This is an optimization exercise on Yosys and OpenROAD, whose aim is small area, not a production implementation. In this exercise RTL edits were held to simulation tests only and were not proved equivalent to the original. Power figures rest on the tool's default switching activity, not on a simulated workload.

==> flow/design.v (excerpt) <==
module pipeline_cpu(
	clk,
	rst_n,
	in_valid,
	instruction,
	dout,
	out_valid,
	ren,
	wen,
	addr,
	out_addr,
	din,
	out
);
For scale: about 3300 cells after synthesis, roughly 81 I/O pins, about 29000 um^2 of cells after synthesis.
clock: 7.0 ns
lec_check: 0
cap_margin: 20
core_margin: 2
core_utilization: 40
slew_margin: 20
synth_hierarchical: 1
run.sh (not shown) runs the stock make flow with config.mk's settings and CLKGATE_MAP_FILE= SYNTH_SCRIPT=/design/flow/synth_recipe.tcl, a recipe that flattens the netlist after the stock synthesis.
The baseline produced a clean layout.
Next try:
Settings changed: CORE_UTILIZATION 40 to 60, CTS_BUF_LIST from default to sky130_fd_sc_hd__clkbuf_4, CTS_CLUSTER_SIZE from default to 30.
Setup slack is worse by 0.11 ns; power is lower by 5.3%; final area falls by 2.6%; sequential share of layout area climbs by 0.76 points.

Another version of the RTL of pipeline_cpu (not shown whole).
For scale: roughly 2500 cells after synthesis, ~26000 um^2 of cells after synthesis.
## pipeline_cpu
module pipeline_cpu(
	clk,
	rst_n,
	in_valid,
	instruction,
	dout,
	out_valid,
	ren,
	wen,
	addr,
	out_addr,
	din,
	out
);
Settings: LEC_CHECK=0, CAP_MARGIN=10, CORE_MARGIN=2, CORE_UTILIZATION=55, SLEW_MARGIN=10, SYNTH_HIERARCHICAL=1; clock period 7.0 ns.
standard.sh (not shown) runs the stock make flow with config.mk's settings and CLKGATE_MAP_FILE= SYNTH_SCRIPT=/design/flow/synth_recipe.tcl, a recipe that flattens the netlist after the stock synthesis.
==> flow/flow/run.sh <==
#!/bin/bash
# Own layout flow: the standard ORFS flow (standard.sh, with its standard synthesis
# script synth_recipe.tcl), with these changes:
#  - ABC maps the logic with flow/abc.script, an area-oriented mapping script, in place of
#    ORFS's delay-oriented abc_speed.script. ORFS's scripts folder is copied to orfs_scripts/
#    and only that one file is replaced in the copy.
#  - ports buffered with buf_1 (the smallest buffer) instead of ORFS's default choice
#  - clock tree without dummy loads, from small clock buffers in clusters of up to 14 flip-flops
#  - before global routing, downsizing of gates off the critical paths (flow/pre_grt.tcl),
#    followed by the standard repairs
# Each make step's full output is in orfs/logs/; make's own output is in standard.log here.
set -euo pipefail
rm -rf orfs_scripts
cp -r "$FLOW_HOME/scripts" orfs_scripts
cp flow/abc.script orfs_scripts/abc_speed.script
bash standard.sh finish \
	"SCRIPTS_DIR=$PWD/orfs_scripts" \
	"BUFFER_PORTS_ARGS=-buffer_cell sky130_fd_sc_hd__buf_1" \
	"CTS_ARGS=-sink_clustering_enable -repair_clock_nets -dont_use_dummy_load -buf_list {sky130_fd_sc_hd__clkbuf_4 sky130_fd_sc_hd__clkbuf_8} -sink_clustering_buffer sky130_fd_sc_hd__clkbuf_8 -sink_clustering_size 14 -sink_clustering_max_diameter 70" \
	"PRE_GLOBAL_ROUTE_TCL=$PWD/flow/pre_grt.tcl" > standard.log 2>&1
==> flow/flow/abc.script <==
&get -n
&st
&dch
&nf
&st
&syn2
&dch
&nf
&put
==> flow/flow/pre_grt.tcl <==
# Before global routing: downsize gates off the critical paths (placement parasitics),
# then repair slew, capacitance and fanout again, since downsizing ignores them.
estimate_parasitics -placement
repair_timing -recover_power 100 -match_cell_footprint -verbose
repair_design -match_cell_footprint -cap_margin 10 -slew_margin 10 -verbose
detailed_placement
The starting point completed without violations.
Then changed:
- CORE_UTILIZATION: 55 -> 40
The changed run finished clean; cell area increases by 1.2%; worst hold slack is worse by 0.025 ns; clock-buffer cell count is unchanged; power grows by 1.1%.

Setup of the previous run:
Starting RTL as in the previous note.
clock: 7.0 ns
lec_check: 0
cap_margin: 10
core_margin: 2
core_utilization: 40
slew_margin: 10
synth_hierarchical: 1
==> flow/flow/run.sh <==
#!/bin/bash
# Own layout flow: the standard ORFS flow (standard.sh, with its standard synthesis
# script synth_recipe.tcl), with these changes:
#  - ABC maps the logic with flow/abc.script, an area-oriented mapping script, in place of
#    ORFS's delay-oriented abc_speed.script. ORFS's scripts folder is copied to orfs_scripts/
#    and only that one file is replaced in the copy.
#  - ports buffered with buf_1 (the smallest buffer) instead of ORFS's default choice
#  - clock tree without dummy loads, from small clock buffers in clusters of up to 8 flip-flops
#  - before global routing, downsizing of gates off the critical paths (flow/pre_grt.tcl),
#    followed by the standard repairs
# Each make step's full output is in orfs/logs/; make's own output is in standard.log here.
set -euo pipefail
rm -rf orfs_scripts
cp -r "$FLOW_HOME/scripts" orfs_scripts
cp flow/abc.script orfs_scripts/abc_speed.script
bash standard.sh finish \
	"SCRIPTS_DIR=$PWD/orfs_scripts" \
	"BUFFER_PORTS_ARGS=-buffer_cell sky130_fd_sc_hd__buf_1" \
	"CTS_ARGS=-sink_clustering_enable -repair_clock_nets -dont_use_dummy_load -buf_list {sky130_fd_sc_hd__clkbuf_4 sky130_fd_sc_hd__clkbuf_8} -sink_clustering_buffer sky130_fd_sc_hd__clkbuf_4 -sink_clustering_size 8 -sink_clustering_max_diameter 50" \
	"PRE_GLOBAL_ROUTE_TCL=$PWD/flow/pre_grt.tcl" > standard.log 2>&1
Scripts as last shown in full above: flow/flow/abc.script, flow/flow/pre_grt.tcl
The previous run: done, clean on timing, DRC and antenna
What the current run does differently from the previous run at the input level:
- a change of SLEW_MARGIN from 10 to 0
- a change of CAP_MARGIN from 10 to 0
==> flow/flow/run.sh <==
#!/bin/bash
# Own layout flow: the standard ORFS flow (standard.sh, with its standard synthesis
# script synth_recipe.tcl), with these changes:
#  - ABC maps the logic with flow/abc.script, an area-oriented mapping script, in place of
#    ORFS's delay-oriented abc_speed.script. ORFS's scripts folder is copied to orfs_scripts/
#    and only that one file is replaced in the copy.
#  - ports buffered with buf_1 (the smallest buffer) instead of ORFS's default choice
#  - clock tree without dummy loads, from small clock buffers in clusters of up to 14 flip-flops
#  - before global routing, downsizing of gates off the critical paths (flow/pre_grt.tcl),
#    followed by the standard repairs
# Each make step's full output is in orfs/logs/; make's own output is in standard.log here.
set -euo pipefail
rm -rf orfs_scripts
cp -r "$FLOW_HOME/scripts" orfs_scripts
cp flow/abc.script orfs_scripts/abc_speed.script
bash standard.sh finish \
	"SCRIPTS_DIR=$PWD/orfs_scripts" \
	"BUFFER_PORTS_ARGS=-buffer_cell sky130_fd_sc_hd__buf_1" \
	"CTS_ARGS=-sink_clustering_enable -repair_clock_nets -dont_use_dummy_load -buf_list {sky130_fd_sc_hd__clkbuf_4 sky130_fd_sc_hd__clkbuf_8} -sink_clustering_buffer sky130_fd_sc_hd__clkbuf_8 -sink_clustering_size 14 -sink_clustering_max_diameter 70" \
	"PRE_GLOBAL_ROUTE_TCL=$PWD/flow/pre_grt.tcl" > standard.log 2>&1
==> flow/flow/pre_grt.tcl <==
# Before global routing: downsize gates off the critical paths (placement parasitics),
# then repair slew, capacitance and fanout again, since downsizing ignores them.
estimate_parasitics -placement
repair_timing -recover_power 100 -match_cell_footprint -verbose
repair_design -match_cell_footprint -cap_margin 0 -slew_margin 0 -verbose
detailed_placement
Notes after the runs:
Diff the previous run -> the current run: via count moved down; post-route non-filler standard cell count decreased 0.83%. From the previous run to the current run the numbers moved as follows: fraction of met2 tracks used by global routing held steady; number of antenna violations at the first check in global routing fell 1; worst relative slew slack lost 2.4 points.

-- port drivers added, routing unchanged --
In the flow no input, the clock included, has a driving cell. The finished layouts below were timed again as built, in two steps.
Step 1 sets driving cells, clkbuf_16 on the clock port and buf_2 on the other inputs (assumed; they add their load-dependent delay and slew).
Step 2 moves the port delays by t, midway between the first and last clock arrival at a register: inputs arrive t later, outputs are due t later. That takes back most of the time a late clock gives input paths.
Slacks: ideal / step 1 / step 2; pairs: ideal / step 1.
| run | t, ns | slack for setup (ns) | hold slack, ns | latest minus earliest clock arrival (ns) | pins driven straight from the clock port |
|---|---|---|---|---|---|
| the first run of note 1 | 0.660 | 0.291 / 0.291 / 0.291 | 0.325 / 0.325 / 0.325 | 0.038 / 0.038 | 1 |
| the second run of note 1 | 0.964 | 0.184 / 0.184 / 0.184 | 0.320 / 0.320 / 0.320 | 0.150 / 0.149 | 1 |
| the first run of note 2 | 0.682 | 0.470 / 0.470 / 0.470 | 0.333 / 0.333 / 0.333 | 0.111 / 0.111 | 1 |
| the second run of note 2 | 0.683 | 0.408 / 0.408 / 0.408 | 0.308 / 0.308 / 0.308 | 0.122 / 0.122 | 1 |
| the previous run | 0.670 | 0.531 / 0.531 / 0.531 | 0.330 / 0.330 / 0.330 | 0.116 / 0.116 | 1 |
| the current run | 0.680 | 0.435 / 0.435 / 0.435 | 0.308 / 0.308 / 0.308 | 0.121 / 0.121 | 1 |
After both steps every run listed still meets setup and hold.
